Context: an optimization exercise on an open-source flow, tuned for small area. The choices shown serve that exercise and are no tape-out recipe.
The RTL was checked by simulation tests, not by an equivalence proof against the original design.
Power is estimated from default activity; no workload was simulated.

## design/flow/config.mk

```make
export PLATFORM = sky130hd
export DESIGN_NAME = top
export DESIGN_NICKNAME = top
export VERILOG_FILES = /design/flow/design.v
export SDC_FILE = /design/flow/constraint.sdc
export NUM_CORES = 4
export LEC_CHECK = 0
export CAP_MARGIN = 20
export CORE_MARGIN = 2
export CORE_UTILIZATION = 70
export PLACE_DENSITY = 0.8
export SLEW_MARGIN = 20
```

## design/flow/constraint.sdc

```tcl
create_clock -name core_clock -period 10.0 [get_ports {CLK}]
set_input_delay 2.0000 -clock core_clock [delete_from_list [all_inputs] [get_ports {CLK}]]
set_output_delay 2.0000 -clock core_clock [all_outputs]
set_load 0.01 [all_outputs]
```

## design/flow/design.v

```verilog
module ctr #(
    parameter W = 10,
    parameter M = 1024,
    parameter RST = 0            
    )
    (
    input  wire         i_clk,
    input  wire         i_rst,
    input  wire         i_en,
    output reg  [W-1:0] o_q,
    output wire         o_wrap   
    );
    localparam [W-1:0] LOAD = (1 << W) - M;
    localparam [W-1:0] RV = RST;
    reg [W-1:0] cy;              
    integer i;
    always @* begin
        cy[0] = i_en;
        for (i = 1; i < W; i = i + 1)
            cy[i] = cy[i-1] & o_q[i-1];
    end
    assign o_wrap = cy[W-1] & o_q[W-1];
    always @(posedge i_clk)
        if (i_rst)
            o_q <= RV;
        else if (o_wrap)
            o_q <= LOAD;
        else
            o_q <= o_q ^ cy;
endmodule
module vga640x480(
    input  wire        i_clk,
    input  wire        i_rst,
    output wire        o_hs,
    output wire        o_vs,
    output wire        o_stb,     
    output wire        o_eol,     
    output wire        o_pre,     
    output wire        o_upd,     
    output wire        o_vb,      
    output wire        o_ystep,   
    output wire        o_h161,    
    output wire        o_h799,    
    output wire        o_line1    
    );
    localparam HOFF = 2048 - 1602;
    localparam VOFF = 1024 - 525;
    wire [10:0] hq;
    wire [9:0]  vq;
    wire eol, vwrap;
    wire stb = hq[0];                        
    wire vend = &vq;                         
    wire vstep = stb & (eol | vend);
    ctr #(.W(11), .M(1602), .RST(1601 + HOFF)) hcnt (
        .i_clk(i_clk), .i_rst(i_rst), .i_en(1'b1), .o_q(hq), .o_wrap(eol));
    ctr #(.W(10), .M(525), .RST(524 + VOFF)) vcnt (
        .i_clk(i_clk), .i_rst(i_rst), .i_en(vstep), .o_q(vq), .o_wrap(vwrap));
    wire line479 = (vq == 479 + VOFF);
    assign o_vb  = (vq >= 480 + VOFF);
    assign o_hs  = ~((hq >= 32 + HOFF) & (hq <= 223 + HOFF));    
    assign o_vs  = ~(vq[9:1] == (491 + VOFF) / 2);               
    assign o_stb = stb;
    assign o_eol = eol;
    assign o_pre = line479 & (hq == 1600 + HOFF);
    assign o_upd = line479 & eol;
    assign o_ystep = stb & ((eol & ~o_vb) | vend);
    assign o_h161 = (hq == 323 + HOFF);
    assign o_h799 = (hq == 1599 + HOFF);
    assign o_line1 = (vq == 1 + VOFF);
endmodule
module square #(
    parameter H_SIZE=80,       
    IX=320,                    
    IY=240,                    
    IX_DIR=1,                  
    IY_DIR=1,                  
    D_WIDTH=640,
    D_HEIGHT=480
    )
    (
    input  wire i_clk,
    input  wire i_rst,
    input  wire i_stb,       
    input  wire i_pre,       
    input  wire i_upd,       
    input  wire i_vb,        
    input  wire i_ystep,     
    input  wire i_h161,      
    input  wire i_h799,      
    input  wire i_line1,     
    output wire o_on
    );
    localparam C0 = 640 - (IX - H_SIZE);
    localparam D0 = 480 - (IY - H_SIZE);
    localparam COFF = 1024 - 801;
    localparam DOFF = 512 - 481;
    localparam CLO = (1 + 801 - C0) % 801 + COFF;
    localparam CHI = (2*H_SIZE - 1 + 801 - C0) % 801 + COFF;
    localparam DLO = (1 + 481 - D0) % 481 + DOFF;
    localparam DHI = (2*H_SIZE - 1 + 481 - D0) % 481 + DOFF;
    localparam DB  = (2*H_SIZE + 481 - D0) % 481 + DOFF;
    wire [9:0] cq;
    wire [8:0] dq;
    wire cwrap, dwrap;
    reg x_dir, y_dir;
    wire cstep = (i_stb & ~(i_upd & x_dir)) | (i_pre & ~x_dir);
    wire dstep = (i_ystep & ~(i_upd & y_dir)) | (i_pre & ~y_dir);
    ctr #(.W(10), .M(801), .RST(COFF)) xcnt (
        .i_clk(i_clk), .i_rst(i_rst), .i_en(cstep), .o_q(cq), .o_wrap(cwrap));
    ctr #(.W(9), .M(481), .RST(DOFF)) ycnt (
        .i_clk(i_clk), .i_rst(i_rst), .i_en(dstep), .o_q(dq), .o_wrap(dwrap));
    wire on_x = (cq >= CLO) & (cq <= CHI);
    wire on_y = i_vb ? (dq == DB) : ((dq >= DLO) & (dq <= DHI));
    assign o_on = on_x & on_y;
    always @(posedge i_clk) begin
        if (i_rst) begin
            x_dir <= IX_DIR;
            y_dir <= IY_DIR;
        end else begin
            if (on_x & i_h161) x_dir <= 1'b1;
            if (on_x & i_h799) x_dir <= 1'b0;
            if (on_y & i_line1) y_dir <= 1'b1;
            if (on_y & i_vb) y_dir <= 1'b0;
        end
    end
endmodule
module top(
    input wire CLK,              
    input wire RST_BTN,          
    output wire VGA_HS_O,        
    output wire VGA_VS_O,        
    output wire [3:0] VGA_R,     
    output wire [3:0] VGA_G,     
    output wire [3:0] VGA_B      
    );
    wire rst = ~RST_BTN;     
    wire stb, eol, pre, upd, vb, ystep, h161, h799, line1;
    vga640x480 display (
        .i_clk(CLK),
        .i_rst(rst),
        .o_hs(VGA_HS_O),
        .o_vs(VGA_VS_O),
        .o_stb(stb),
        .o_eol(eol),
        .o_pre(pre),
        .o_upd(upd),
        .o_vb(vb),
        .o_ystep(ystep),
        .o_h161(h161),
        .o_h799(h799),
        .o_line1(line1)
    );
    wire sq_a, sq_b, sq_c;
    square #(.IX(160), .IY(120), .H_SIZE(60)) sq_a_anim (
        .i_clk(CLK), .i_rst(rst), .i_stb(stb), .i_pre(pre), .i_upd(upd),
        .i_vb(vb), .i_ystep(ystep), .i_h161(h161), .i_h799(h799),
        .i_line1(line1), .o_on(sq_a)
    );
    square #(.IX(320), .IY(240), .IY_DIR(0)) sq_b_anim (
        .i_clk(CLK), .i_rst(rst), .i_stb(stb), .i_pre(pre), .i_upd(upd),
        .i_vb(vb), .i_ystep(ystep), .i_h161(h161), .i_h799(h799),
        .i_line1(line1), .o_on(sq_b)
    );
    square #(.IX(480), .IY(360), .H_SIZE(100)) sq_c_anim (
        .i_clk(CLK), .i_rst(rst), .i_stb(stb), .i_pre(pre), .i_upd(upd),
        .i_vb(vb), .i_ystep(ystep), .i_h161(h161), .i_h799(h799),
        .i_line1(line1), .o_on(sq_c)
    );
    assign VGA_R[3] = sq_a;   
    assign VGA_G[3] = sq_b;   
    assign VGA_B[3] = sq_c;   
    assign VGA_R[2:0] = 3'b000;
    assign VGA_G[2:0] = 3'b000;
    assign VGA_B[2:0] = 3'b000;
endmodule
```

## design/flow/run.sh

```bash
#!/bin/bash
# synth_recipe.tcl (not shown) runs the flow's synth.tcl, then flattens the netlist and writes it again
# the make line also repeats each setting of config.mk as NAME=value (left out here)
make -C /OpenROAD-flow-scripts/flow DESIGN_CONFIG=/design/flow/config.mk WORK_HOME=/design/flow/orfs CLKGATE_MAP_FILE= SYNTH_SCRIPT=/design/flow/synth_recipe.tcl finish
```

==> results by group, run 1 <==
Critical path
  – Critical Path Fanout Max: 9
  – Startpoint type of the worst setup path: register
  – FF-to-FF setup slack: 4.51 ns
  – Delay of the slowest cell on the worst path: 0.40 ns
  – Critical path type: reg2reg
  – Worst path slowest cell: nor2b_1
  – WP buf/inv: 0
  – Worst Path Required: 10.29 ns
  – Top delay family on crit path: adder cells
  – RR Endpoint: sq_a_anim.ycnt.o_q[5]$_SDFF_PP0_
  – R2R depth: 25
  – Launching point of the worst reg2reg path: display.hcnt.o_q[0]$_SDFF_PN1_
  – Critical path endpoint category: register
  – Crit-path most repeated cell: ha_1
  – Worst endpoint data arrival time: 5.78 ns

STA
  – Clock Skew: 0.005655 ns
  – TNS Setup: 0 ns
  – Final worst path period need: 5.494 ns
  – Fin crit share: 54.94%
  – Slew at the pin with the worst max-slew slack: 0.6734 ns
  – Slew Viols, Final: 0
  – Final setup violation count: 0
  – Relative slew slack: 54.97%
  – FMAX: 182.0 MHz
  – Setup ws final: 4.506 ns
  – Fin. Hold Viols: 0
  – Unrepaired setup endpoints after global routing: no

Routing
  – Post-DRT Antenna Nets: 0
  – Drt total wl: 6575 µm
  – Routed len/inst: 13.78 µm
  – Drt via density: 5.688
  – Drt drc: 0
  – Vias: 2713
  – Drt first pass iters: 4
  – Initial DRC count: 83

Floorplanning
  – CORE AREA: 0.005540 mm²
  – Die ar.: 0.006414 mm²
  – # rows: 27
  – Die Span Y: 80.09 µm
  – Initial core utilization: 73.15%
  – I/O pin count: 16
  – DIE WIDTH: 80.09 µm

Synthesis
  – Synth Instances: 391
  – Dominant cell type by area after synthesis: dfxtp_1
  – Synth cell types: 42
  – Async SR Flop Fraction: 0%
  – Mapped Area: 0.004053 mm²
  – Area contributors post-synth: dfxtp_1 41%, ha_1 24%, nand2b_1 8.0%
  – FF+latch count, synth: 84
  – Most used DFF post-synth: dfxtp_1
  – Number of synthesized flops with an enable pin: 0
  – Sequential-to-total area share from yosys stat: 41.49%
  – Ys Warns: 7
  – Count leader, synth: dfxtp_1
  – Syn_area_per_cell: 10.36 µm²
  – Most frequent cells after synthesis: 84 x dfxtp_1, 79 x ha_1, 52 x nand2b_1, 23 x and2_1, 18 x a21oi_1
  – Yosys top cell area share: 41.49%

Clocking
  – Cts bufs inserted: 9
  – CTS clk-pin slew, worst paths: 0.07 ns
  – Hold buffer count at CTS: 0
  – Sink Count: 84
  – CTS Root Cell: clkbuf_8
  – Worst skew pair latency: 0.35 ns
  – Setup bufs post-CTS: 0
  – H-tree depth: 3
  – Max Buffers Root-to-Sink: 2
  – CTS tree: built
  – Post-cts repair resize count: 0

Worst hold path
  – Cell depth of the worst hold path: 2
  – HP Start: sq_b_anim.y_dir$_SDFFE_PP0P_
  – Worst hold-check path type: reg2reg
  – Hold path endpoint: sq_b_anim.y_dir$_SDFFE_PP0P_

Placed design
  – Setup WS pre-CTS: 4.505 ns
  – Detailed Place HPWL: 4933 µm
  – Final Wtd Congestion: 0.8100
  – Number of buffers added on ports: 6

Power
  – Leak: 1.872 nW
  – Worst vdd ir: 0.1565 mV
  – Overall power: 1.116 mW
  – PwrDens: 259.0 mW/mm²

Global routing
  – Vias in the first global route: 2646
  – Initial antenna violation count: 0
  – Largest net degree at the start of global routing: 22
  – GRT Total Usage: 22.54%
  – First-pass GRT wire length: 11250 µm
  – Remaining global-route overflow: 0

Finish
  – Share of layout cells above drive strength 1: 3.704%
  – Ant diodes: 0
  – Nets: 483
  – Syn-to-layout area delta: 6.267%
  – Final Core Density: 77.73%

Outcome
  – Status: timing/DRC/antenna clean

Run
  – Max Cap Viol: 0
==> layer usage <==
metal | up-vias | wire length [µm] | track usage (%)
met1 | 1268 | 3103 | 26.83
met4 | 0 | 108 | 7.458
met3 | 12 | 192 | 5.955
li1 | 1397 | - | -
met2 | 36 | 3171 | 39.33
met5 | - | 0 | 0
==> worst reg2reg max path, delay by kind of cell (launching register included) <==
kind	cells	cell delay [ns]
and+or+nand+nor	3	0.77
DFF	1	0.36
AOI/OAI and AO/OA	3	0.62
adders and majority gates	19	3.70
==> registers in the layout (all words and copies together) (netlist names), 9 cells and up <==
signal              count
sq_a_anim.xcnt.o_q     10
sq_c_anim.ycnt.o_q      9
sq_b_anim.xcnt.o_q     10
display.hcnt.o_q       11
display.vcnt.o_q       10
sq_c_anim.xcnt.o_q     10
sq_b_anim.ycnt.o_q      9
sq_a_anim.ycnt.o_q      9
==> report_power, final <==
group | total (mW) | switching [mW] | internal (mW)
Clock | 0.222 | 0.110 | 0.112
Combinational | 0.391 | 0.191 | 0.200
Sequential | 0.502 | 0.0763 | 0.426
==> cell families after synthesis <==
kind of cell               Yosys count  synth area share, %
DFF                                 84                41.49
buffers and inverters               21                3.057
and+or+nand+nor                    147                21.83
adders and majority gates           79                24.39
other                                1              0.09253
AOI/OAI and AO/OA                   59                9.139
==> worst max-delay path by stage <==
stage	start	end	slack, ns	cells past startpoint
5_1_grt	display.hcnt.o_q[0]$_SDFF_PN1_	sq_a_anim.ycnt.o_q[5]$_SDFF_PP0_	4.25	25
2_1_floorplan	display.hcnt.o_q[1]$_SDFF_PP1_	sq_c_anim.ycnt.o_q[5]$_SDFF_PP0_	5.07	25
6_report	display.hcnt.o_q[0]$_SDFF_PN1_	sq_a_anim.ycnt.o_q[5]$_SDFF_PP0_	4.51	25
3_3_place_gp	display.hcnt.o_q[0]$_SDFF_PN1_	sq_c_anim.ycnt.o_q[7]$_SDFF_PP0_	4.65	25
3_5_place_dp	display.hcnt.o_q[0]$_SDFF_PN1_	sq_c_anim.ycnt.o_q[6]$_SDFF_PP0_	4.51	25
4_1_cts	display.hcnt.o_q[0]$_SDFF_PN1_	sq_c_anim.ycnt.o_q[6]$_SDFF_PP0_	4.49	25
==> layout by cell type (no fill, tap or decap), types with 3 or more instances in the layout <==
master	instances
nor2b_1	9
ha_1	79
inv_1	7
dfxtp_1	84
nand4b_1	4
nor3_1	3
a211oi_1	3
nand2b_1	52
nand3_1	9
nand2_1	9
nand4_1	4
clkbuf_8	9
and3_1	3
or4_1	4
conb_1	9
clkdlybuf4s50_1	6
nor4_1	5
or3_1	3
and2_1	23
nor2_1	12
and4_1	3
a21oi_1	18
o21ai_0	17
==> layout make-up <==
cell class	instances	area, µm²
Tap cell	72	90.09
Fill cell	400	1234
Inverter	7	26.28
Timing Repair Buffer	6	60.06
Sequential cell	84	1682
Multi-Input combinational cell	294	2277
Clock inverter	3	40.04
Clock buffer	11	131.4
==> per-stage QoR <==
step                      cell area (µm²)  std cells  hold WS [ns]
after detailed placement             4135        463        0.4894
final                                4307        477        0.5030
after global routing                 4307        477        0.5393
after floorplan                      4083        399        0.4494
after CTS                            4307        477        0.4999
after global placement               4135        463        0.4887
==> run 2, diff against run 1 <==
--- a/design/flow/config.mk
+++ b/design/flow/config.mk
@@ -7,6 +7,6 @@
 export LEC_CHECK = 0
 export CAP_MARGIN = 20
 export CORE_MARGIN = 2
-export CORE_UTILIZATION = 70
-export PLACE_DENSITY = 0.8
+export CORE_UTILIZATION = 40
+export PLACE_DENSITY = 0.6
 export SLEW_MARGIN = 20
==> run 2 against run 1 <==
Worst setup slack got worse by 0.094 ns. Fmax decreased by 1.7%. Still clean on timing, DRC and antenna. Core utilization decreased by 33 points. Routed wire length decreased by 0.23%. Cell count increased by 13%.
==> results by group, run 2 <==
Power
  – Worst vdd ir: 0.1023 mV (-35%)
  – Leak: 1.879 nW (+0.36%)
  – PwrDens: 253.1 mW/mm² (-2.3%)

STA
  – Final setup violation count: 0 (unchanged)
  – Slew at the pin with the worst max-slew slack: 0.7596 ns (+0.08619 ns)
  – Clock Skew: 0.01276 ns (+0.007110 ns)
  – Fin. Hold Viols: 0 (unchanged)
  – Fin crit share: 55.88% (+0.94 points)
  – Final worst path period need: 5.588 ns (+0.09445 ns)
  – Slew Viols, Final: 0 (unchanged)
  – Relative slew slack: 49.20% (-5.8 points)
  – Unrepaired setup endpoints after global routing: no
  – FMAX: 179.0 MHz (-1.7%)
  – Setup ws final: 4.412 ns (-0.09445 ns)
  – TNS Setup: 0 ns (unchanged)

Synthesis
  – Synth cell types: 42 (unchanged)
  – Dominant cell type by area after synthesis: dfxtp_1
  – Most used DFF post-synth: dfxtp_1
  – Async SR Flop Fraction: 0% (unchanged)
  – Sequential-to-total area share from yosys stat: 41.49% (unchanged)
  – Ys Warns: 7 (unchanged)
  – Syn_area_per_cell: 10.36 µm² (unchanged)
  – Number of synthesized flops with an enable pin: 0 (unchanged)
  – Count leader, synth: dfxtp_1
  – Mapped Area: 0.004053 mm² (unchanged)
  – Yosys top cell area share: 41.49% (unchanged)
  – Synth Instances: 391 (unchanged)
  – Area contributors post-synth: dfxtp_1 41%, ha_1 24%, nand2b_1 8.0%
  – Most frequent cells after synthesis: 84 x dfxtp_1, 79 x ha_1, 52 x nand2b_1, 23 x and2_1, 18 x a21oi_1
  – FF+latch count, synth: 84 (unchanged)

Clocking
  – H-tree depth: 3 (unchanged)
  – CTS Root Cell: clkbuf_8
  – Sink Count: 84 (unchanged)
  – CTS clk-pin slew, worst paths: 0.08 ns (about the same)
  – Max Buffers Root-to-Sink: 2 (unchanged)
  – Post-cts repair resize count: 0 (unchanged)
  – Setup bufs post-CTS: 0 (unchanged)
  – CTS tree: built
  – Cts bufs inserted: 9 (unchanged)
  – Hold buffer count at CTS: 0 (unchanged)
  – Worst skew pair latency: 0.36 ns (about the same)

Routing
  – Post-DRT Antenna Nets: 0 (unchanged)
  – Vias: 2715 (+0.074%)
  – Drt total wl: 6560 µm (-0.23%)
  – Drt drc: 0 (unchanged)
  – Drt first pass iters: 4 (unchanged)
  – Initial DRC count: 69 (-17%)
  – Drt via density: 5.028 (-12%)
  – Routed len/inst: 12.15 µm (-12%)

Floorplanning
  – Die ar.: 0.01095 mm² (+71%)
  – I/O pin count: 16 (unchanged)
  – # rows: 36 (+33%)
  – DIE WIDTH: 104.7 µm (+31%)
  – CORE AREA: 0.009819 mm² (+77%)
  – Die Span Y: 104.7 µm (+31%)
  – Initial core utilization: 41.27% (-32 points)

Finish
  – Share of layout cells above drive strength 1: 4.668% (+0.96 points)
  – Area of the multi-input gates: 0.002277 mm² (unchanged)
  – Ant diodes: 0 (unchanged)
  – Layout fillers: 969 (+140%)
  – Largest register FFs: 11 (unchanged)
  – Register area: 0.001682 mm² (unchanged)
  – Final instance area: 0.004398 mm² (+2.1%)
  – Most frequent cells in the layout: 84 x dfxtp_1, 79 x ha_1, 52 x nand2b_1
  – Reg with most FFs: display.hcnt.o_q
  – Nets: 483 (unchanged)
  – Syn-to-layout area delta: 8.521%
  – Most common cell after layout, fill and taps aside: dfxtp_1

Global routing
  – Initial antenna violation count: 0 (unchanged)
  – Largest net degree at the start of global routing: 22 (unchanged)
  – First-pass GRT wire length: 11560 µm (+2.7%)
  – GRT Total Usage: 12.96% (-9.6 points)
  – Vias in the first global route: 2660 (+0.53%)
  – Remaining global-route overflow: 0 (unchanged)

Placed design
  – Number of buffers added on ports: 6 (unchanged)
  – Detailed Place HPWL: 4915 µm (-0.35%)
  – Final Wtd Congestion: 0.8369 (+3.3%)
  – Placed cell area: 0.004212 mm² (+1.8%)
  – Setup WS pre-CTS: 4.450 ns (-0.05514 ns)

Critical path
  – CP endpoint: sq_b_anim.ycnt.o_q[6]$_SDFF_PP0_
  – Critical path endpoint category: register
  – RR Endpoint: sq_b_anim.ycnt.o_q[6]$_SDFF_PP0_
  – Worst setup path startpoint: display.hcnt.o_q[0]$_SDFF_PN1_
  – R2R depth: 25 (unchanged)
  – Critical Path Fanout Max: 9 (unchanged)
  – Worst endpoint data arrival time: 5.89 ns (+0.11 ns)
  – Critical path type: reg2reg
  – Worst Path Required: 10.30 ns (about the same)
  – Startpoint type of the worst setup path: register
  – FF-to-FF setup slack: 4.41 ns (-0.09 ns)
  – Launching point of the worst reg2reg path: display.hcnt.o_q[0]$_SDFF_PN1_

Run
  – Max Cap Viol: 0 (unchanged)

Worst hold path
  – Worst hold-check path type: reg2reg

Outcome
  – Status: timing/DRC/antenna clean
[run 2: cell counts after synthesis]
No cell type changed its count.
[run 2: layout make-up]
cell class	instances	share of cell area, %
sequential	84	38.24
clock inverter	5	0.7966
multi-input combinational	294	51.78
timing repair buffer	6	1.366
tap	133	3.784
inverter	7	0.5974
clock buffer	11	3.442
[run 2: critical path: stages (launching register included)]
cell	delay (ns)
dfxtp_1	0.37
ha_1	0.21
ha_1	0.19
ha_1	0.19
ha_1	0.18
ha_1	0.19
ha_1	0.18
ha_1	0.18
ha_1	0.19
ha_1	0.18
ha_1	0.24
a41o_1	0.24
and2_1	0.18
a21oi_1	0.26
a21oi_1	0.11
ha_1	0.21
ha_1	0.20
ha_1	0.20
ha_1	0.20
ha_1	0.20
ha_1	0.20
ha_1	0.20
ha_1	0.19
ha_1	0.17
nor2b_1	0.45
and2_1	0.20
[run 2: per-layer routing]
| layer | wire length [µm] | global-route usage, % | vias to the layer above | share of wire [%] |
|---|---|---|---|---|
| met1 | 3146 | 15.86 | 1253 | 48 |
| met3 | 200 | 2.246 | 13 | 3.0 |
| li1 | - | - | 1413 | - |
| met5 | 0 | 0 | - | 0 |
| met4 | 174 | 7.238 | 0 | 2.7 |
| met2 | 3039 | 21.57 | 36 | 46 |
[run 2: cell families (layout without fill, tap and decap cells)]
logic type / Yosys count / in the layout / share of synthesized area [%]
and+or+nand+nor: 147 / 147 / 21.83
DFF: 84 / 84 / 41.49
adders and majority gates: 79 / 79 / 24.39
AOI/OAI and AO/OA: 59 / 59 / 9.139
buffers and inverters: 21 / 29 / 3.057
other: 1 / 9 / 0.09253
[run 2: report_power, final]
| part | switching [mW] | internal [mW] |
|---|---|---|
| registers | 0.0764 | 0.426 |
| clock network | 0.122 | 0.104 |
| logic | 0.186 | 0.198 |
| total | 0.385 | 0.728 |
[run 2: worst min path at each step]
stage | startpoint | to | slack, ns | depth (start not counted)
2_1_floorplan | sq_b_anim.y_dir$_SDFFE_PP0P_ | sq_b_anim.y_dir$_SDFFE_PP0P_ | 0.45 | 2
3_3_place_gp | sq_b_anim.y_dir$_SDFFE_PP0P_ | sq_b_anim.y_dir$_SDFFE_PP0P_ | 0.50 | 2
3_5_place_dp | sq_b_anim.y_dir$_SDFFE_PP0P_ | sq_b_anim.y_dir$_SDFFE_PP0P_ | 0.50 | 2
4_1_cts | sq_b_anim.y_dir$_SDFFE_PP0P_ | sq_b_anim.y_dir$_SDFFE_PP0P_ | 0.52 | 2
5_1_grt | sq_b_anim.y_dir$_SDFFE_PP0P_ | sq_b_anim.y_dir$_SDFFE_PP0P_ | 0.57 | 2
6_report | sq_b_anim.y_dir$_SDFFE_PP0P_ | sq_b_anim.y_dir$_SDFFE_PP0P_ | 0.51 | 2
[run 2: stage by stage]
| step | util [%] | power, mW | hold slack [ns] | std cells |
|---|---|---|---|---|
| finish | 44.79 | 1.113 | 0.5074 | 540 |
| global route | 44.79 | 1.227 | 0.5662 | 540 |
| CTS | 44.79 | 1.129 | 0.5168 | 540 |
| detailed placement | 42.89 | 0.8953 | 0.5025 | 524 |
| global placement | 42.89 | 0.8817 | 0.5014 | 524 |
| floorplan | - | 0.7945 | 0.4494 | 399 |
==> run 3, diff against run 2 <==
==> design/flow/flow/run.sh (new file) <==
#!/bin/bash
# Layout flow: the standard flow (standard.sh) with an area-oriented
# technology mapping in synthesis (see overrides.tcl) and, if flow/cts.args
# exists, its clock tree synthesis options. Runs in the work folder; each
# tool's output goes to a log file here.
set -euo pipefail
work=$(pwd)
cat "$work/flow/overrides.tcl" "$work/synth_recipe.tcl" > "$work/area_synth.tcl"
sed "s|SYNTH_SCRIPT=[^ ]*|SYNTH_SCRIPT=$work/area_synth.tcl|" "$work/standard.sh" > "$work/area_standard.sh"
grep -q "SYNTH_SCRIPT=$work/area_synth.tcl" "$work/area_standard.sh"
export FLOW_AREA_ABC="$work/flow/area.abc"
extra=()
if [[ -f "$work/flow/cts.args" ]]; then
  extra+=("CTS_ARGS=$(tr '\n' ' ' < "$work/flow/cts.args")")
fi
bash "$work/area_standard.sh" "${extra[@]}" synth > "$work/synth.log" 2>&1
bash "$work/area_standard.sh" "${extra[@]}" finish > "$work/layout.log" 2>&1
==> design/flow/flow/area.abc (new file) <==
strash
dc2
&get -n
&st
&synch2
&dch -f
&nf -R 1000
&put
==> design/flow/flow/cts.args (new file) <==
-sink_clustering_enable -repair_clock_nets -dont_use_dummy_load -buf_list sky130_fd_sc_hd__clkbuf_8 -sink_clustering_size 40 -sink_clustering_max_diameter 300
==> design/flow/flow/overrides.tcl (new file) <==
# Prepended to synth_recipe.tcl: the standard synthesis, except that Yosys
# does not extract half and full adders and ABC maps the logic for area
# (flow/area.abc) in place of the speed script. Registers are mapped before
# either step, so their names and cells are the standard synthesis's.
proc extract_fa {args} { puts "run.sh: extract_fa skipped" }
proc abc {args} {
  set i [lsearch -exact $args -script]
  set args [lreplace $args $i [expr {$i + 1}] -script $::env(FLOW_AREA_ABC)]
  yosys abc {*}$args
}
==> design/flow/standard.sh (new file) <==
#!/bin/bash
# synth_recipe.tcl (not shown) runs the flow's synth.tcl, then flattens the netlist and writes it again
# the make line also repeats each setting of config.mk as NAME=value (left out here)
make -C /OpenROAD-flow-scripts/flow DESIGN_CONFIG=/design/flow/config.mk WORK_HOME=/design/flow/orfs CLKGATE_MAP_FILE= SYNTH_SCRIPT=/design/flow/synth_recipe.tcl "${@:-finish}"
removed: design/flow/run.sh
==> run 3 against run 2 <==
Critical endpoint is now VGA_B[3]. Still clean on timing, DRC and antenna. Die area down 11%. Area after synthesis is 11% lower. Critical path type is now reg2out. Count of clock-buffer cells in the layout is 2 lower. Worst setup slack better by 0.76 ns. Combinational power decreased by 26%. Sequential power shrank 9.0%. Largest cell class unchanged.
==> results by group, run 3 <==
Finish
  – Ant diodes: 0 (unchanged)
  – Final instance area: 0.003849 mm² (-12%)
  – Most frequent cells in the layout: 84 x dfxtp_1, 64 x nand2_1, 49 x o21ai_0
  – Largest register FFs: 11 (unchanged)
  – Register area: 0.001682 mm² (unchanged)
  – Syn-to-layout area delta: 7.215%
  – Most common cell after layout, fill and taps aside: dfxtp_1
  – Layout fillers: 880 (-9.2%)
  – Share of layout cells above drive strength 1: 2.000% (-2.7 points)
  – Reg with most FFs: display.hcnt.o_q
  – Area of the multi-input gates: 0.001826 mm² (-20%)
  – Layout Cells excl Fill: 558 (+3.3%)
  – Nets: 454 (-6.0%)

STA
  – Fin. Hold Viols: 0 (unchanged)
  – Fin crit share: 48.26% (-7.6 points)
  – Slew Viols, Final: 0 (unchanged)
  – FMAX: 207.2 MHz (+16%)
  – Relative slew slack: 49.27% (+0.066 points)
  – TNS Setup: 0 ns (unchanged)
  – Final worst path period need: 4.826 ns (-0.7616 ns)
  – Clock Skew: 0.01038 ns (-0.002389 ns)
  – Setup ws final: 5.174 ns (+0.7616 ns)
  – Unrepaired setup endpoints after global routing: no
  – Final setup violation count: 0 (unchanged)
  – Slew at the pin with the worst max-slew slack: 0.7586 ns (-0.0009844 ns)

Clocking
  – Post-cts repair resize count: 0 (unchanged)
  – Worst skew pair latency: 0.34 ns (-0.02 ns)
  – Cts bufs inserted: 9 (unchanged)
  – CTS Root Cell: clkbuf_8
  – H-tree depth: 3 (unchanged)
  – Max Buffers Root-to-Sink: 2 (unchanged)
  – Hold buffer count at CTS: 0 (unchanged)
  – CTS clk-pin slew, worst paths: 0.07 ns (about the same)
  – Setup bufs post-CTS: 0 (unchanged)
  – CTS tree: built
  – Sink Count: 84 (unchanged)

Routing
  – Initial DRC count: 96 (+39%)
  – Drt first pass iters: 4 (unchanged)
  – Routed len/inst: 12.15 µm (about the same)
  – Drt total wl: 6778 µm (+3.3%)
  – Drt via density: 5.303 (+5.5%)
  – Vias: 2959 (+9.0%)
  – Post-DRT Antenna Nets: 0 (unchanged)
  – Drt drc: 0 (unchanged)

Global routing
  – Initial antenna violation count: 0 (unchanged)
  – Largest net degree at the start of global routing: 23 (+4.5%)
  – Vias in the first global route: 2680 (+0.75%)
  – Remaining global-route overflow: 0 (unchanged)
  – First-pass GRT wire length: 11950 µm (+3.4%)
  – GRT Total Usage: 14.83% (+1.9 points)

Critical path
  – Delay of the slowest cell on the worst path: 0.56 ns (+0.11 ns)
  – Startpoint type of the worst setup path: register
  – Critical Path Fanout Max: 7 (-2)
  – Top delay family on crit path: simple AND/OR/NAND/NOR gates
  – Worst path slowest cell: nor3_1
  – Worst endpoint data arrival time: 2.83 ns (-3.06 ns)
  – Worst Path Required: 8.00 ns (-2.30 ns)
  – Worst-path cell chain: nor2_1 -> nand2_1 -> a21oi_1 -> nor3_1 -> a21oi_1 -> o2111ai_1 -> o2111ai_1 -> nor2_1 -> clkdlybuf4s50_1
  – Critical path endpoint category: output port
  – WP buf/inv: 1 (+1)
  – Critical path type: reg2out

Synthesis
  – Synth Instances: 439 (+12%)
  – Async SR Flop Fraction: 0% (unchanged)
  – Area contributors post-synth: dfxtp_1 47%, o21ai_0 6.8%, nand2_1 6.7%
  – Dominant cell type by area after synthesis: dfxtp_1
  – Synth cell types: 32 (-24%)
  – Sequential-to-total area share from yosys stat: 46.85% (+5.4 points)
  – FF+latch count, synth: 84 (unchanged)
  – Yosys top cell area share: 46.85% (+5.4 points)
  – Ys Warns: 7 (unchanged)
  – Syn_area_per_cell: 8.177 µm² (-21%)
  – Count leader, synth: dfxtp_1
  – Most frequent cells after synthesis: 84 x dfxtp_1, 64 x nand2_1, 49 x o21ai_0, 46 x nor2_1, 37 x a21oi_1
  – Most used DFF post-synth: dfxtp_1
  – Mapped Area: 0.003590 mm² (-11%)
  – Number of synthesized flops with an enable pin: 0 (unchanged)

Floorplanning
  – I/O pin count: 16 (unchanged)
  – CORE AREA: 0.008721 mm² (-11%)
  – DIE WIDTH: 98.73 µm (-5.7%)
  – Die ar.: 0.009748 mm² (-11%)
  – Initial core utilization: 41.16% (-0.11 points)
  – # rows: 34 (-5.6%)
  – Die Span Y: 98.73 µm (-5.7%)

Run
  – Max Cap Viol: 0 (unchanged)

Placed design
  – Number of buffers added on ports: 6 (unchanged)
  – Setup WS pre-CTS: 5.343 ns (+0.8931 ns)
  – Placed cell area: 0.003725 mm² (-12%)
  – Placed cells: 549 (+4.8%)
  – Final Wtd Congestion: 0.8408 (+0.47%)
  – Detailed Place HPWL: 4952 µm (+0.75%)

Power
  – Combinational power share: 30.8% (-3.7 points)
  – Clock Power Share: 19.9% (-0.4 points)
  – PwrDens: 240.9 mW/mm² (-4.8%)
  – Worst vdd ir: 0.1080 mV (+5.5%)
  – Internal: 594.6 µW (-18%)
  – Sequential group share of total power: 49.3% (+4.2 points)
  – Switching share of power: 35.86% (+1.3 points)
  – Leak: 1.450 nW (-23%)
  – Overall power: 927.0 µW (-17%)
  – Net Sw Power: 332.5 µW (-14%)

Worst hold path
  – Worst hold-check path type: reg2reg

Outcome
  – Status: timing/DRC/antenna clean
-- run 3: changes by cell type after synthesis, sizes merged, moves of 19 or more --
cell / delta
o21ai: +31
nor2: +34
ha: -79
nand2b: -49
a21oi: +19
nand2: +55
xnor2: +19
-- run 3: cell type report --
type / instances / share of cell area [%]
clock buffers: 9 / 3.218
inverters: 6 / 0.5852
multi-input cells: 345 / 47.43
flip-flops and latches: 84 / 43.69
well taps: 108 / 3.511
repair buffers: 6 / 1.560
-- run 3: cell families (layout without fill, tap and decap cells) --
logic type | Yosys count | after routing | synth area share (%)
buffers and inverters | 18 | 21 | 3.137
AOI/OAI and AO/OA | 113 | 113 | 17.57
other | 1 | 9 | 0.1045
and+or+nand+nor | 196 | 196 | 25.76
xor gates and xnor gates | 27 | 27 | 6.588
DFF | 84 | 84 | 46.85
-- run 3: final timing paths --
check,startpoint,end,slack [ns],cells after the start
max,display.vcnt.o_q[2]$_SDFF_PN1_,VGA_B[3],5.17,9
min,sq_b_anim.x_dir$_SDFFE_PN1P_,sq_b_anim.x_dir$_SDFFE_PN1P_,0.48,2
max reg2reg,display.vcnt.o_q[6]$_SDFF_PP1_,sq_b_anim.xcnt.o_q[5]$_SDFF_PP0_,6.01,15
min reg2reg,sq_b_anim.x_dir$_SDFFE_PN1P_,sq_b_anim.x_dir$_SDFFE_PN1P_,0.48,2
-- run 3: worst reg2reg max path: stages, from the launching register on --
cell,delay (ns)
dfxtp_1,0.38
nand2_1,0.11
nor2_1,0.10
nand3_1,0.10
nor4_1,0.55
nand3b_1,0.13
nor3_1,0.32
nor2_1,0.12
o21ai_0,0.52
nand4_1,0.19
nor2_1,0.24
and3_1,0.28
and3_1,0.22
and2_0,0.19
a21oi_1,0.23
nor3b_1,0.21
-- run 3: power groups by stage --
| stage | Clock (mW) | Sequential [mW] | Combinational [mW] |
|---|---|---|---|
| 2_1_floorplan | 0 | 0.450 | 0.237 |
| 5_1_grt | 0.207 | 0.468 | 0.328 |
| 3_5_place_dp | 0 | 0.464 | 0.287 |
| 4_1_cts | 0.194 | 0.456 | 0.289 |
| 6_report | 0.185 | 0.457 | 0.285 |
| 3_3_place_gp | 0 | 0.462 | 0.282 |
-- run 3: per-layer routing --
| metal | up-vias | track usage (%) | share of wire [%] |
|---|---|---|---|
| li1 | 1557 | - | - |
| met4 | 0 | 4.426 | 0.91 |
| met3 | 7 | 3.901 | 2.8 |
| met5 | - | 0 | 0 |
| met2 | 33 | 23.34 | 45 |
| met1 | 1362 | 20.11 | 52 |
-- run 3: stage by stage --
step                      utilization (%)  hold WS, ns
final                               44.13       0.4810
after global routing                44.13       0.5013
after CTS                           44.13       0.4798
after detailed placement            42.71       0.4625
after global placement              42.71       0.4455
after floorplan                         -       0.4345
==> run 4, diff against run 3 <==
==> design/flow/flow/cts.args (replaced) <==
-sink_clustering_enable -repair_clock_nets -dont_use_dummy_load
==> run 4 against run 3 <==
Design area is the same. Total power is the same. Die area is the same. Area after synthesis is the same. Via count is the same. Clock skew is the same. Cell count is the same. Clock power is essentially flat. Sequential share of layout area is the same.
==> results by group, run 4 <==
Routing
  – Drt drc: 0 (unchanged)
  – Uppermost layer routed: met4
  – Initial DRC count: 96 (unchanged)
  – Routed len/inst: 12.15 µm (unchanged)
  – Drt via density: 5.303 (unchanged)
  – Met2 wire len: 3022 µm (unchanged)
  – Metal3 WL: 189 µm (unchanged)
  – Vias: 2959 (unchanged)
  – Drt total wl: 6778 µm (unchanged)
  – DRT met1 WL: 3504 µm (unchanged)
  – Post-DRT Antenna Nets: 0 (unchanged)
  – Drt first pass iters: 4 (unchanged)

Finish
  – Layout Cells excl Fill: 558 (unchanged)
  – Most frequent cells in the layout: 84 x dfxtp_1, 64 x nand2_1, 49 x o21ai_0
  – Register area: 0.001682 mm² (unchanged)
  – Ant diodes: 0 (unchanged)
  – Reg with most FFs: display.hcnt.o_q
  – Final instance area: 0.003849 mm² (unchanged)
  – Area of the multi-input gates: 0.001826 mm² (unchanged)
  – Nets: 454 (unchanged)
  – Largest register FFs: 11 (unchanged)
  – Syn-to-layout area delta: 7.215% (unchanged)
  – Most common cell after layout, fill and taps aside: dfxtp_1
  – Share of layout cells above drive strength 1: 2.000% (unchanged)
  – Layout fillers: 880 (unchanged)

Clocking
  – Max Buffers Root-to-Sink: 2 (unchanged)
  – CTS clk-pin slew, worst paths: 0.07 ns (about the same)
  – Worst skew pair latency: 0.34 ns (about the same)
  – Cts bufs inserted: 9 (unchanged)
  – Hold buffer count at CTS: 0 (unchanged)
  – Setup bufs post-CTS: 0 (unchanged)
  – Sink Count: 84 (unchanged)
  – Post-cts repair resize count: 0 (unchanged)
  – H-tree depth: 3 (unchanged)
  – CTS Root Cell: clkbuf_8
  – CTS tree: built

Placed design
  – Detailed Place HPWL: 4952 µm (unchanged)
  – Placed cell area: 0.003725 mm² (unchanged)
  – Number of buffers added on ports: 6 (unchanged)
  – Placed cells: 549 (unchanged)
  – Final Wtd Congestion: 0.8408 (unchanged)

Power
  – Leak: 1.450 nW (unchanged)
  – PwrDens: 240.9 mW/mm² (unchanged)
  – Worst vdd ir: 0.1080 mV (unchanged)

STA
  – Slew at the pin with the worst max-slew slack: 0.7586 ns (unchanged)
  – Final worst path period need: 4.826 ns (unchanged)
  – Slew Viols, Final: 0 (unchanged)
  – FMAX: 207.2 MHz (unchanged)
  – Unrepaired setup endpoints after global routing: no
  – Fin. Hold Viols: 0 (unchanged)
  – Final setup violation count: 0 (unchanged)
  – Clock Skew: 0.01038 ns (unchanged)
  – Relative slew slack: 49.27% (unchanged)
  – TNS Setup: 0 ns (unchanged)
  – Fin crit share: 48.26% (unchanged)

Synthesis
  – Mapped Area: 0.003590 mm² (unchanged)
  – Synth Instances: 439 (unchanged)
  – Syn_area_per_cell: 8.177 µm² (unchanged)
  – Sequential-to-total area share from yosys stat: 46.85% (unchanged)
  – Area contributors post-synth: dfxtp_1 47%, o21ai_0 6.8%, nand2_1 6.7%
  – Ys Warns: 7 (unchanged)
  – Count leader, synth: dfxtp_1
  – Async SR Flop Fraction: 0% (unchanged)
  – FF+latch count, synth: 84 (unchanged)
  – Most frequent cells after synthesis: 84 x dfxtp_1, 64 x nand2_1, 49 x o21ai_0, 46 x nor2_1, 37 x a21oi_1
  – Number of synthesized flops with an enable pin: 0 (unchanged)
  – Yosys top cell area share: 46.85% (unchanged)
  – Most used DFF post-synth: dfxtp_1
  – Dominant cell type by area after synthesis: dfxtp_1
  – Synth cell types: 32 (unchanged)

Floorplanning
  – DIE WIDTH: 98.73 µm (unchanged)
  – I/O pin count: 16 (unchanged)
  – Initial core utilization: 41.16% (unchanged)
  – CORE AREA: 0.008721 mm² (unchanged)
  – # rows: 34 (unchanged)
  – Die ar.: 0.009748 mm² (unchanged)
  – Die Span Y: 98.73 µm (unchanged)

Run
  – Max Cap Viol: 0 (unchanged)

Critical path
  – CP endpoint: VGA_B[3]
  – FF-to-FF setup slack: 6.01 ns (about the same)
  – Worst Path Required: 8.00 ns (about the same)
  – Worst setup path startpoint: display.vcnt.o_q[2]$_SDFF_PN1_
  – Critical path type: reg2out
  – Critical path endpoint category: output port
  – Critical Path Fanout Max: 7 (unchanged)
  – Startpoint type of the worst setup path: register
  – Worst endpoint data arrival time: 2.83 ns (about the same)
  – R2R depth: 15 (unchanged)
  – Launching point of the worst reg2reg path: display.vcnt.o_q[6]$_SDFF_PP1_
  – RR Endpoint: sq_b_anim.xcnt.o_q[5]$_SDFF_PP0_

Global routing
  – Largest net degree at the start of global routing: 23 (unchanged)
  – GRT Total Usage: 14.83% (unchanged)
  – Vias in the first global route: 2680 (unchanged)
  – Initial antenna violation count: 0 (unchanged)
  – First-pass GRT wire length: 11950 µm (unchanged)
  – Remaining global-route overflow: 0 (unchanged)

Outcome
  – Status: timing/DRC/antenna clean

Worst hold path
  – Worst hold-check path type: reg2reg
==> run 4: cell counts after synthesis <==
No cell type changed its count.
==> run 4: critical path, stage by stage (launching register included) <==
cell	delay (ns)
dfxtp_1	0.45
nor2_1	0.06
nand2_1	0.06
a21oi_1	0.07
nor3_1	0.56
a21oi_1	0.14
o2111ai_1	0.22
o2111ai_1	0.19
nor2_1	0.17
clkdlybuf4s50_1	0.56
==> run 4: final cells by class <==
cell class / instances / share of cell area, %
sequential: 84 / 43.69
timing repair buffer: 6 / 1.560
tap: 108 / 3.511
clock buffer: 9 / 3.218
multi-input combinational: 345 / 47.43
inverter: 6 / 0.5852
==> run 4: kinds of logic (layout without fill, tap and decap cells) <==
family	after synthesis	in the layout	share of synthesized area [%]
AND/OR/NAND/NOR	196	196	25.76
AO/OA/AOI/OAI	113	113	17.57
XOR/XNOR	27	27	6.588
buffers and inverters	18	21	3.137
flip-flops	84	84	46.85
other	1	9	0.1045
==> run 4: how the worst min path moves through the flow <==
| stage | startpoint | slack (ns) | end | cells past startpoint |
|---|---|---|---|---|
| 2_1_floorplan | sq_b_anim.x_dir$_SDFFE_PN1P_ | 0.43 | sq_b_anim.x_dir$_SDFFE_PN1P_ | 2 |
| 3_3_place_gp | sq_b_anim.x_dir$_SDFFE_PN1P_ | 0.45 | sq_b_anim.x_dir$_SDFFE_PN1P_ | 2 |
| 3_5_place_dp | sq_c_anim.x_dir$_SDFFE_PN1P_ | 0.46 | sq_c_anim.x_dir$_SDFFE_PN1P_ | 2 |
| 4_1_cts | sq_c_anim.x_dir$_SDFFE_PN1P_ | 0.48 | sq_c_anim.x_dir$_SDFFE_PN1P_ | 2 |
| 5_1_grt | sq_c_anim.y_dir$_SDFFE_PN1P_ | 0.50 | sq_c_anim.y_dir$_SDFFE_PN1P_ | 2 |
| 6_report | sq_b_anim.x_dir$_SDFFE_PN1P_ | 0.48 | sq_b_anim.x_dir$_SDFFE_PN1P_ | 2 |
==> run 4: power breakdown <==
group,leakage (nW),internal (mW),switching (mW)
registers,0.689,0.394,0.0631
logic,0.696,0.120,0.165
clock network,0.0647,0.0806,0.104
==> run 4: through the flow <==
| step | worst slack (ns) | total power [mW] | util (%) | hold WS, ns |
|---|---|---|---|---|
| 6_report | 5.174 | 0.9270 | 44.13 | 0.4810 |
| 5_1_grt | 4.817 | 1.003 | 44.13 | 0.5013 |
| 4_1_cts | 5.122 | 0.9390 | 44.13 | 0.4798 |
| 3_5_place_dp | 5.343 | 0.7508 | 42.71 | 0.4625 |
| 3_3_place_gp | 5.380 | 0.7443 | 42.71 | 0.4455 |
| 2_1_floorplan | 6.395 | 0.6869 | - | 0.4345 |
==> run 4: layer usage <==
layer | up-vias | global-route usage [%]
li1 | 1557 | -
met1 | 1362 | 20.11
met2 | 33 | 23.34
met3 | 7 | 3.901
met4 | 0 | 4.426
met5 | - | 0
==> run 5, diff against run 4 <==
==> design/flow/flow/run.sh (replaced) <==
#!/bin/bash
# Layout flow: the standard flow (standard.sh) with an area-oriented
# technology mapping in synthesis (see overrides.tcl) and the extra ORFS
# make variables listed one per line in flow/make.args, if present.
# Runs in the work folder; each tool's output goes to a log file here.
set -euo pipefail
work=$(pwd)
cat "$work/flow/overrides.tcl" "$work/synth_recipe.tcl" > "$work/area_synth.tcl"
sed "s|SYNTH_SCRIPT=[^ ]*|SYNTH_SCRIPT=$work/area_synth.tcl|" "$work/standard.sh" > "$work/area_standard.sh"
grep -q "SYNTH_SCRIPT=$work/area_synth.tcl" "$work/area_standard.sh"
export FLOW_AREA_ABC="$work/flow/area.abc"
extra=()
if [[ -f "$work/flow/make.args" ]]; then
  while IFS= read -r line; do
    [[ -n "$line" ]] && extra+=("$line")
  done < "$work/flow/make.args"
fi
bash "$work/area_standard.sh" "${extra[@]}" synth > "$work/synth.log" 2>&1
bash "$work/area_standard.sh" "${extra[@]}" finish > "$work/layout.log" 2>&1
==> design/flow/flow/make.args (new file) <==
CTS_ARGS=-sink_clustering_enable -repair_clock_nets -dont_use_dummy_load
BUFFER_PORTS_ARGS=-buffer_cell sky130_fd_sc_hd__buf_1
SKIP_REPAIR_TIE_FANOUT=1
removed: design/flow/flow/cts.args
==> run 5 against run 4 <==
Critical path type unchanged. Flip-flop and latch count unchanged. Register-to-register slack improved by 0.17 ns. Routed wire length grew 2.1%. Core utilization shrank 0.69 points. Combinational power is essentially flat. Via count down 0.74%. Area after synthesis is the same. Synthesized cell count unchanged.
==> results by group, run 5 <==
Critical path
  – Worst Path Required: 8.00 ns (about the same)
  – FF-to-FF setup slack: 6.18 ns (+0.17 ns)
  – Critical path type: reg2out
  – Worst endpoint data arrival time: 2.41 ns (-0.42 ns)
  – Critical path endpoint category: output port
  – CP endpoint: VGA_B[3]
  – RR Endpoint: sq_b_anim.xcnt.o_q[5]$_SDFF_PP0_
  – Critical Path Fanout Max: 7 (unchanged)
  – Worst setup path startpoint: display.vcnt.o_q[2]$_SDFF_PN1_
  – R2R depth: 15 (unchanged)
  – Launching point of the worst reg2reg path: display.vcnt.o_q[6]$_SDFF_PP1_
  – Startpoint type of the worst setup path: register

Synthesis
  – Most frequent cells after synthesis: 84 x dfxtp_1, 64 x nand2_1, 49 x o21ai_0, 46 x nor2_1, 37 x a21oi_1
  – Yosys top cell area share: 46.85% (unchanged)
  – Post-Synth XOR/XNOR Area: 6.588% (unchanged)
  – Number of synthesized flops with an enable pin: 0 (unchanged)
  – Sequential-to-total area share from yosys stat: 46.85% (unchanged)
  – FF+latch count, synth: 84 (unchanged)
  – Post-Synth Adder-Cell Area: 0% (unchanged)
  – Syn_area_per_cell: 8.177 µm² (unchanged)
  – Most used DFF post-synth: dfxtp_1
  – Largest family of logic cells by synthesized area: simple AND/OR/NAND/NOR gates
  – Synth cell types: 32 (unchanged)
  – Synth Area in Compound Gates: 17.57% (unchanged)
  – Dominant cell type by area after synthesis: dfxtp_1
  – Mux cell area share after synthesis: 0% (unchanged)
  – Synth Instances: 439 (unchanged)
  – Mapped Area: 0.003590 mm² (unchanged)
  – Ys Warns: 7 (unchanged)
  – Count leader, synth: dfxtp_1
  – Area contributors post-synth: dfxtp_1 47%, o21ai_0 6.8%, nand2_1 6.7%
  – Synth Area in Simple Gates: 25.76% (unchanged)
  – Async SR Flop Fraction: 0% (unchanged)

Worst hold path
  – Worst hold-check path type: reg2reg
  – HP Start: sq_c_anim.y_dir$_SDFFE_PN1P_

Finish
  – Final instance area: 0.003789 mm² (-1.6%)
  – Syn-to-layout area delta: 5.542%
  – Most common cell after layout, fill and taps aside: dfxtp_1
  – Nets: 447 (-1.5%)
  – Share of layout cells above drive strength 1: 2.257% (+0.26 points)
  – Ant diodes: 0 (unchanged)
  – Reg with most FFs: display.hcnt.o_q
  – Most frequent cells in the layout: 84 x dfxtp_1, 64 x nand2_1, 49 x o21ai_0
  – Largest register FFs: 11 (unchanged)

Clocking
  – Sink Count: 84 (unchanged)
  – Cts bufs inserted: 9 (unchanged)
  – Setup bufs post-CTS: 0 (unchanged)
  – CTS clk-pin slew, worst paths: 0.07 ns (about the same)
  – CTS tree: built
  – Hold buffer count at CTS: 0 (unchanged)
  – CTS Root Cell: clkbuf_8
  – H-tree depth: 3 (unchanged)
  – Worst skew pair latency: 0.35 ns (about the same)
  – Post-cts repair resize count: 0 (unchanged)
  – Max Buffers Root-to-Sink: 2 (unchanged)

Placed design
  – Setup WS pre-CTS: 5.917 ns (+0.5740 ns)
  – Final Wtd Congestion: 0.8768 (+4.3%)
  – Placed cell area: 0.003665 mm² (-1.6%)
  – Detailed Place HPWL: 4931 µm (-0.44%)
  – Number of buffers added on ports: 6 (unchanged)

Floorplanning
  – Die Span Y: 98.73 µm (unchanged)
  – # rows: 34 (unchanged)
  – Die ar.: 0.009748 mm² (unchanged)
  – Initial core utilization: 41.16% (unchanged)
  – DIE WIDTH: 98.73 µm (unchanged)
  – I/O pin count: 16 (unchanged)
  – CORE AREA: 0.008721 mm² (unchanged)

Power
  – PwrDens: 244.6 mW/mm² (+1.6%)
  – Worst vdd ir: 0.09760 mV (-9.6%)
  – Leak: 1.413 nW (-2.5%)

Routing
  – Drt first pass iters: 5 (+1)
  – Drt total wl: 6921 µm (+2.1%)
  – Initial DRC count: 90 (-6.3%)
  – Routed len/inst: 12.56 µm (+3.4%)
  – Drt via density: 5.330 (+0.52%)
  – Post-DRT Antenna Nets: 0 (unchanged)
  – Drt drc: 0 (unchanged)
  – Vias: 2937 (-0.74%)

Global routing
  – GRT Total Usage: 15.01% (+0.18 points)
  – Remaining global-route overflow: 0 (unchanged)
  – Initial antenna violation count: 0 (unchanged)
  – Vias in the first global route: 2729 (+1.8%)
  – Largest net degree at the start of global routing: 23 (unchanged)
  – First-pass GRT wire length: 12200 µm (+2.1%)

STA
  – Final setup violation count: 0 (unchanged)
  – TNS Setup: 0 ns (unchanged)
  – Relative slew slack: 51.19% (+1.9 points)
  – FMAX: 226.6 MHz (+9.4%)
  – Fin. Hold Viols: 0 (unchanged)
  – Setup ws final: 5.586 ns (+0.4128 ns)
  – Slew at the pin with the worst max-slew slack: 0.7265 ns (-0.03207 ns)
  – Hold WS: 0.4764 ns (-0.004549 ns)
  – Slew Viols, Final: 0 (unchanged)
  – Unrepaired setup endpoints after global routing: no
  – Clock Skew: 0.02422 ns (+0.01385 ns)
  – Fin crit share: 44.14% (-4.1 points)
  – Final worst path period need: 4.414 ns (-0.4128 ns)

Run
  – Max Cap Viol: 0 (unchanged)

Outcome
  – Status: timing/DRC/antenna clean
-- run 5: power by group --
group / switching, mW / internal (mW) / leakage, nW / total [mW]
combinational: 0.166 / 0.119 / 0.659 / 0.284
sequential: 0.0629 / 0.394 / 0.689 / 0.457
clock: 0.105 / 0.0806 / 0.0647 / 0.185
total: 0.333 / 0.593 / 1.41 / 0.927
-- run 5: worst min path at each step --
stage,endpoint,slack (ns),cells after the start
floorplan,sq_b_anim.x_dir$_SDFFE_PN1P_,0.43,2
global placement,sq_c_anim.x_dir$_SDFFE_PN1P_,0.45,2
detailed placement,sq_c_anim.y_dir$_SDFFE_PN1P_,0.46,2
CTS,sq_c_anim.y_dir$_SDFFE_PN1P_,0.48,2
global route,sq_c_anim.y_dir$_SDFFE_PN1P_,0.50,2
finish,sq_c_anim.y_dir$_SDFFE_PN1P_,0.48,2
-- run 5: final cells by class --
type / instances / area (µm²)
Fill cell: 905 / 4932
Tap cell: 108 / 135.1
Inverter: 6 / 22.52
Sequential cell: 84 / 1682
Timing Repair Buffer: 7 / 30.03
Clock buffer: 9 / 123.9
Multi-Input combinational cell: 337 / 1795
-- run 5: critical path, cell delays in order, from the launching register on --
cell	delay, ns
dfxtp_1	0.45
nor2_1	0.06
nand2_1	0.07
a21oi_1	0.07
nor3_1	0.57
a21oi_1	0.14
o2111ai_1	0.21
o2111ai_1	0.19
nor2_1	0.15
buf_1	0.17
-- run 5: routing by layer --
| layer | part of all wire [%] | wire [µm] | global-route usage (%) |
|---|---|---|---|
| met1 | 51 | 3541 | 20.02 |
| met2 | 45 | 3114 | 24.12 |
| met3 | 3.1 | 217 | 4.255 |
| met4 | 0.68 | 47 | 3.793 |
| met5 | 0 | 0 | 0 |
-- run 5: kinds of logic (layout without fill, tap and decap cells) --
group	Yosys count	in the layout
flip-flops	84	84
buffers and inverters	18	22
other	1	1
XOR/XNOR	27	27
AND/OR/NAND/NOR	196	196
AO/OA/AOI/OAI	113	113
-- run 5: stage by stage --
stage	utilization [%]	cells	power, mW
6_report	43.44	551	0.9268
5_1_grt	43.44	551	1.002
4_1_cts	43.44	551	0.9373
3_5_place_dp	42.02	542	0.7487
3_3_place_gp	42.02	542	0.7420
2_1_floorplan	-	439	0.6869
==> run 6, diff against run 5 <==
==> design/flow/flow/make.args (replaced) <==
CTS_ARGS=-sink_clustering_enable -repair_clock_nets -dont_use_dummy_load -buf_list sky130_fd_sc_hd__clkbuf_16 -sink_clustering_size 30
BUFFER_PORTS_ARGS=-buffer_cell sky130_fd_sc_hd__buf_1
SKIP_REPAIR_TIE_FANOUT=1
CORE_UTILIZATION=70
PLACE_DENSITY=0.85
==> run 6 against run 5 <==
Sequential share of layout area decreased by 0.62 points. Via count increased by 2.1%. Highest routed layer unchanged. Core utilization increased by 33 points.
==> results by group, run 6 <==
Synthesis
  – Most used DFF post-synth: dfxtp_1
  – Largest family of logic cells by synthesized area: simple AND/OR/NAND/NOR gates
  – Post-Synth Adder-Cell Area: 0% (unchanged)
  – Ys Warns: 7 (unchanged)
  – Mapped Area: 0.003590 mm² (unchanged)
  – Post-Synth XOR/XNOR Area: 6.588% (unchanged)
  – Number of synthesized flops with an enable pin: 0 (unchanged)
  – Synth Area in Compound Gates: 17.57% (unchanged)
  – Syn_area_per_cell: 8.177 µm² (unchanged)
  – Synth Area in Simple Gates: 25.76% (unchanged)
  – Sequential-to-total area share from yosys stat: 46.85% (unchanged)
  – Async SR Flop Fraction: 0% (unchanged)
  – Synth cell types: 32 (unchanged)
  – Area contributors post-synth: dfxtp_1 47%, o21ai_0 6.8%, nand2_1 6.7%
  – Count leader, synth: dfxtp_1
  – Mux cell area share after synthesis: 0% (unchanged)
  – FF+latch count, synth: 84 (unchanged)
  – Most frequent cells after synthesis: 84 x dfxtp_1, 64 x nand2_1, 49 x o21ai_0, 46 x nor2_1, 37 x a21oi_1
  – Synth Instances: 439 (unchanged)
  – Dominant cell type by area after synthesis: dfxtp_1
  – Yosys top cell area share: 46.85% (unchanged)

Clocking
  – CTS clk-pin slew, worst paths: 0.05 ns (-0.02 ns)
  – Worst skew pair latency: 0.33 ns (-0.02 ns)
  – Post-cts repair resize count: 0 (unchanged)
  – Max Buffers Root-to-Sink: 2 (unchanged)
  – CTS Root Cell: clkbuf_16
  – Cts bufs inserted: 9 (unchanged)
  – H-tree depth: 3 (unchanged)
  – Setup bufs post-CTS: 0 (unchanged)
  – CTS tree: built
  – Sink Count: 84 (unchanged)
  – Hold buffer count at CTS: 0 (unchanged)

Routing
  – Drt via density: 5.846 (+9.7%)
  – Routed len/inst: 13.77 µm (+9.7%)
  – DRT met1 WL: 3282 µm (-7.3%)
  – Drt first pass iters: 5 (unchanged)
  – Metal3 WL: 272 µm (+25%)
  – Post-DRT Antenna Nets: 0 (unchanged)
  – Drt drc: 0 (unchanged)
  – Uppermost layer routed: met4
  – Vias: 2999 (+2.1%)
  – Initial DRC count: 149 (+66%)
  – Drt total wl: 7066 µm (+2.1%)
  – Met2 wire len: 3399 µm (+9.2%)

Global routing
  – Remaining global-route overflow: 0 (unchanged)
  – Vias in the first global route: 2661 (-2.5%)
  – GRT Total Usage: 26.57% (+12 points)
  – Initial antenna violation count: 0 (unchanged)
  – Largest net degree at the start of global routing: 23 (unchanged)
  – First-pass GRT wire length: 11480 µm (-5.9%)

Finish
  – Most frequent cells in the layout: 84 x dfxtp_1, 64 x nand2_1, 49 x o21ai_0
  – Register area: 0.001682 mm² (unchanged)
  – Syn-to-layout area delta: 7.041%
  – Share of layout cells above drive strength 1: 2.257% (unchanged)
  – Largest register FFs: 11 (unchanged)
  – Nets: 447 (unchanged)
  – Most common cell after layout, fill and taps aside: dfxtp_1
  – Ant diodes: 0 (unchanged)
  – Area of the multi-input gates: 0.001795 mm² (unchanged)
  – Reg with most FFs: display.hcnt.o_q
  – Layout fillers: 352 (-61%)

Floorplanning
  – Initial core utilization: 71.19% (+30 points)
  – Die ar.: 0.005717 mm² (-41%)
  – DIE WIDTH: 75.61 µm (-23%)
  – Die Span Y: 75.61 µm (-23%)
  – # rows: 26 (-24%)
  – I/O pin count: 16 (unchanged)
  – CORE AREA: 0.005042 mm² (-42%)

Critical path
  – Worst endpoint data arrival time: 4.42 ns (+2.01 ns)
  – FF-to-FF setup slack: 6.11 ns (-0.07 ns)
  – Critical Path Fanout Max: 22 (+15)
  – Critical path endpoint category: register
  – Critical path type: in2reg
  – R2R depth: 14 (-1)
  – RR Endpoint: sq_a_anim.xcnt.o_q[5]$_SDFF_PP0_
  – Worst Path Required: 10.24 ns (+2.24 ns)
  – Startpoint type of the worst setup path: input port
  – Launching point of the worst reg2reg path: display.hcnt.o_q[0]$_SDFF_PN1_

Worst hold path
  – HP Start: sq_c_anim.x_dir$_SDFFE_PN1P_
  – Worst hold-check path type: reg2reg
  – Hold path endpoint: sq_c_anim.x_dir$_SDFFE_PN1P_
  – Cell depth of the worst hold path: 2 (unchanged)

Outcome
  – Status: timing/DRC/antenna clean

STA
  – Fin crit share: 41.79% (-2.3 points)
  – Slew Viols, Final: 0 (unchanged)
  – Slew at the pin with the worst max-slew slack: 0.9476 ns (+0.2211 ns)
  – Final setup violation count: 0 (unchanged)
  – Unrepaired setup endpoints after global routing: no
  – Hold WS: 0.4722 ns (-0.004269 ns)
  – Fin. Hold Viols: 0 (unchanged)
  – FMAX: 239.3 MHz (+5.6%)
  – Final worst path period need: 4.179 ns (-0.2342 ns)
  – Clock Skew: 0.01406 ns (-0.01016 ns)
  – TNS Setup: 0 ns (unchanged)
  – Relative slew slack: 36.02% (-15 points)

Run
  – Max Cap Viol: 0 (unchanged)

Placed design
  – Final Wtd Congestion: 0.8492 (-3.1%)
  – Detailed Place HPWL: 4750 µm (-3.7%)
  – Number of buffers added on ports: 6 (unchanged)

Power
  – Worst vdd ir: 0.1647 mV (+69%)
  – PwrDens: 265.5 mW/mm² (+8.5%)
  – Leak: 1.459 nW (+3.2%)
==> run 6: cells by family (layout without fill, tap and decap cells) <==
family | count (synthesis) | after routing
flops | 84 | 84
xor+xnor | 27 | 27
simple gates | 196 | 196
buf+inv | 18 | 22
compound gates | 113 | 113
other cells | 1 | 1
==> run 6: worst max-delay path by stage <==
stage	from	to	slack (ns)	cells after the start
final	RST_BTN	sq_a_anim.xcnt.o_q[5]$_SDFF_PP0_	5.82	5
after detailed placement	RST_BTN	sq_a_anim.xcnt.o_q[5]$_SDFF_PP0_	5.69	5
after global routing	display.vcnt.o_q[0]$_SDFF_PP1_	VGA_G[3]	5.59	8
after global placement	RST_BTN	sq_a_anim.xcnt.o_q[5]$_SDFF_PP0_	5.72	5
after CTS	display.vcnt.o_q[2]$_SDFF_PN1_	VGA_G[3]	5.83	8
after floorplan	display.vcnt.o_q[2]$_SDFF_PN1_	VGA_B[3]	6.40	9
==> run 6: critical path, stage by stage <==
cell and delay (ns):
buf_1 0.68, clkinv_1 0.66, a21oi_1 0.67, o21ai_0 0.23, a21oi_1 0.18
==> run 6: final cells by class <==
cell class	count	area share (%)
multi-input cells	337	46.73
inverters	6	0.5861
repair buffers	7	0.7815
flip-flops and latches	84	43.76
well taps	70	2.279
clock buffers	9	5.861
==> run 6: layer usage <==
metal	vias to the layer above	track usage [%]
met1	1369	32.18
met4	0	10.14
li1	1547	-
met3	13	7.804
met2	70	44.73
met5	-	0
==> run 6: metrics by stage <==
| stage | util (%) | worst slack, ns | instances | power, mW | cell area [µm²] |
|---|---|---|---|---|---|
| 2_1_floorplan | - | 6.395 | 439 | 0.6869 | 3590 |
| 3_3_place_gp | 71.74 | 5.722 | 504 | 0.7384 | 3617 |
| 3_5_place_dp | 71.74 | 5.685 | 504 | 0.7494 | 3617 |
| 4_1_cts | 76.20 | 5.826 | 513 | 1.021 | 3842 |
| 5_1_grt | 76.20 | 5.593 | 513 | 1.088 | 3842 |
| 6_report | 76.20 | 5.821 | 513 | 1.020 | 3842 |
==> run 6: power by group <==
group	leakage (nW)	internal (mW)	total, mW	switching [mW]
logic	0.659	0.121	0.290	0.169
registers	0.689	0.395	0.459	0.0647
clock network	0.111	0.158	0.271	0.113
==> run 7, diff against run 6 <==
==> design/flow/flow/run.sh (replaced) <==
#!/bin/bash
# Layout flow: the standard flow (standard.sh) with an area-oriented
# technology mapping in synthesis (see overrides.tcl). Runs in the work
# folder; each tool's output goes to a log file here.
set -euo pipefail
work=$(pwd)
cat "$work/flow/overrides.tcl" "$work/synth_recipe.tcl" > "$work/area_synth.tcl"
sed "s|SYNTH_SCRIPT=[^ ]*|SYNTH_SCRIPT=$work/area_synth.tcl|" "$work/standard.sh" > "$work/area_standard.sh"
grep -q "SYNTH_SCRIPT=$work/area_synth.tcl" "$work/area_standard.sh"
export FLOW_AREA_ABC="$work/flow/area.abc"
bash "$work/area_standard.sh" synth > "$work/synth.log" 2>&1
bash "$work/area_standard.sh" finish > "$work/layout.log" 2>&1
removed: design/flow/flow/make.args
==> run 7 against run 6 <==
Still clean on timing, DRC and antenna. Clock power is 18% lower. Design area is 1.7% higher. Area after synthesis stayed put. Flip-flop and latch count stayed put. Routed wire length is 4.3% lower. Clock skew is 0.0089 ns lower. Hold slack better by 0.0088 ns. Via count is 0.87% lower. Die area is 71% higher. Synthesized cell count stayed put. Worst setup slack worse by 0.65 ns. Highest routed layer unchanged.
==> results by group, run 7 <==
Finish
  – Layout fillers: 875 (+150%)
  – Register area: 0.001682 mm² (unchanged)

Floorplanning
  – # rows: 34 (+31%)
  – Initial core utilization: 41.16% (-30 points)

Global routing
  – First-pass GRT wire length: 11960 µm (+4.1%)
  – GRT Total Usage: 14.84% (-12 points)
  – Largest net degree at the start of global routing: 23 (unchanged)

STA
  – Fin. Hold Viols: 0 (unchanged)
  – Final setup violation count: 0 (unchanged)
  – Final worst path period need: 4.828 ns (+0.6483 ns)
  – Relative slew slack: 49.24% (+13 points)
  – TNS Setup: 0 ns (unchanged)
  – Slew at the pin with the worst max-slew slack: 0.7591 ns (-0.1886 ns)

Clocking
  – CTS clk-pin slew, worst paths: 0.07 ns (+0.02 ns)
  – Sink Count: 84 (unchanged)
  – Cts bufs inserted: 9 (unchanged)
  – Post-cts repair resize count: 0 (unchanged)
  – CTS Root Cell: clkbuf_8
  – CTS tree: built

Routing
  – Drt total wl: 6762 µm (-4.3%)
  – Vias: 2973 (-0.87%)
  – Drt drc: 0 (unchanged)
  – Drt first pass iters: 4 (-1)

Synthesis
  – Yosys top cell area share: 46.85% (unchanged)
  – Dominant cell type by area after synthesis: dfxtp_1
  – Synth Instances: 439 (unchanged)
  – Async SR Flop Fraction: 0% (unchanged)

Critical path
  – Worst endpoint data arrival time: 2.83 ns (-1.59 ns)
  – Top delay family on crit path: simple AND/OR/NAND/NOR gates

Power
  – Combinational power share: 29.6% (+1.1 points)
  – Worst vdd ir: 0.1282 mV (-22%)

Run
  – Max Cap Viol: 0 (unchanged)

Placed design
  – Final Wtd Congestion: 0.8408 (-0.99%)

Outcome
  – Status: timing/DRC/antenna clean
## run 7: cell counts after synthesis
No cell type changed its count.
## run 7: metal layers
metal,GRT usage [%],routed length (µm),up-vias
met5,0,0,-
met4,4.426,24,0
met3,4.113,229,2
met2,23.39,3049,46
met1,19.97,3458,1361
li1,-,-,1564
## run 7: worst min-delay path, stage by stage, from the launching register on
cell,delay (ns)
dfxtp_1,0.33
o22ai_1,0.07
nand2_1,0.06
## run 7: cells by family after synthesis
logic type / Yosys count / share of synthesized area (%)
XOR/XNOR: 27 / 6.588
AND/OR/NAND/NOR: 196 / 25.76
buffers and inverters: 18 / 3.137
AO/OA/AOI/OAI: 113 / 17.57
other: 1 / 0.1045
flip-flops: 84 / 46.85
## run 7: layout make-up
class / instances / area share [%]
Tap cell: 108 / 3.459
Inverter: 6 / 0.5766
Clock buffer: 15 / 4.516
Multi-Input combinational cell: 345 / 46.73
Timing Repair Buffer: 6 / 1.537
Sequential cell: 84 / 43.05
Clock inverter: 1 / 0.1281
## run 7: worst paths after layout
kind	from	cells past startpoint	endpoint
worst max register to register	display.vcnt.o_q[6]$_SDFF_PP1_	15	sq_b_anim.xcnt.o_q[5]$_SDFF_PP0_
worst min register to register	sq_b_anim.x_dir$_SDFFE_PN1P_	2	sq_b_anim.x_dir$_SDFFE_PN1P_
worst max-delay path	display.vcnt.o_q[2]$_SDFF_PN1_	9	VGA_B[3]
worst min-delay path	sq_b_anim.x_dir$_SDFFE_PN1P_	2	sq_b_anim.x_dir$_SDFFE_PN1P_
## run 7: power groups by stage
stage / Clock [mW] / Sequential [mW] / Combinational [mW]
CTS: 0.232 / 0.456 / 0.289
global route: 0.246 / 0.468 / 0.327
global placement: 0 / 0.462 / 0.282
finish: 0.222 / 0.457 / 0.285
detailed placement: 0 / 0.464 / 0.287
floorplan: 0 / 0.450 / 0.237
## run 7: stage by stage
| stage | worst slack, ns | utilization [%] | power, mW | hold slack (ns) |
|---|---|---|---|---|
| 2_1_floorplan | 6.395 | - | 0.6869 | 0.4345 |
| 3_3_place_gp | 5.380 | 42.71 | 0.7443 | 0.4455 |
| 3_5_place_dp | 5.343 | 42.71 | 0.7508 | 0.4625 |
| 4_1_cts | 5.111 | 44.79 | 0.9767 | 0.4815 |
| 5_1_grt | 4.815 | 44.79 | 1.042 | 0.5013 |
| 6_report | 5.172 | 44.79 | 0.9634 | 0.4810 |

Check on run 7: ideal ports give 5.172 ns setup slack; a clkbuf_16 on the clock port and buf_2 on the inputs give 5.143 ns; moving port delays by the midpoint clock arrival (0.364 ns) as well gives 5.407 ns.
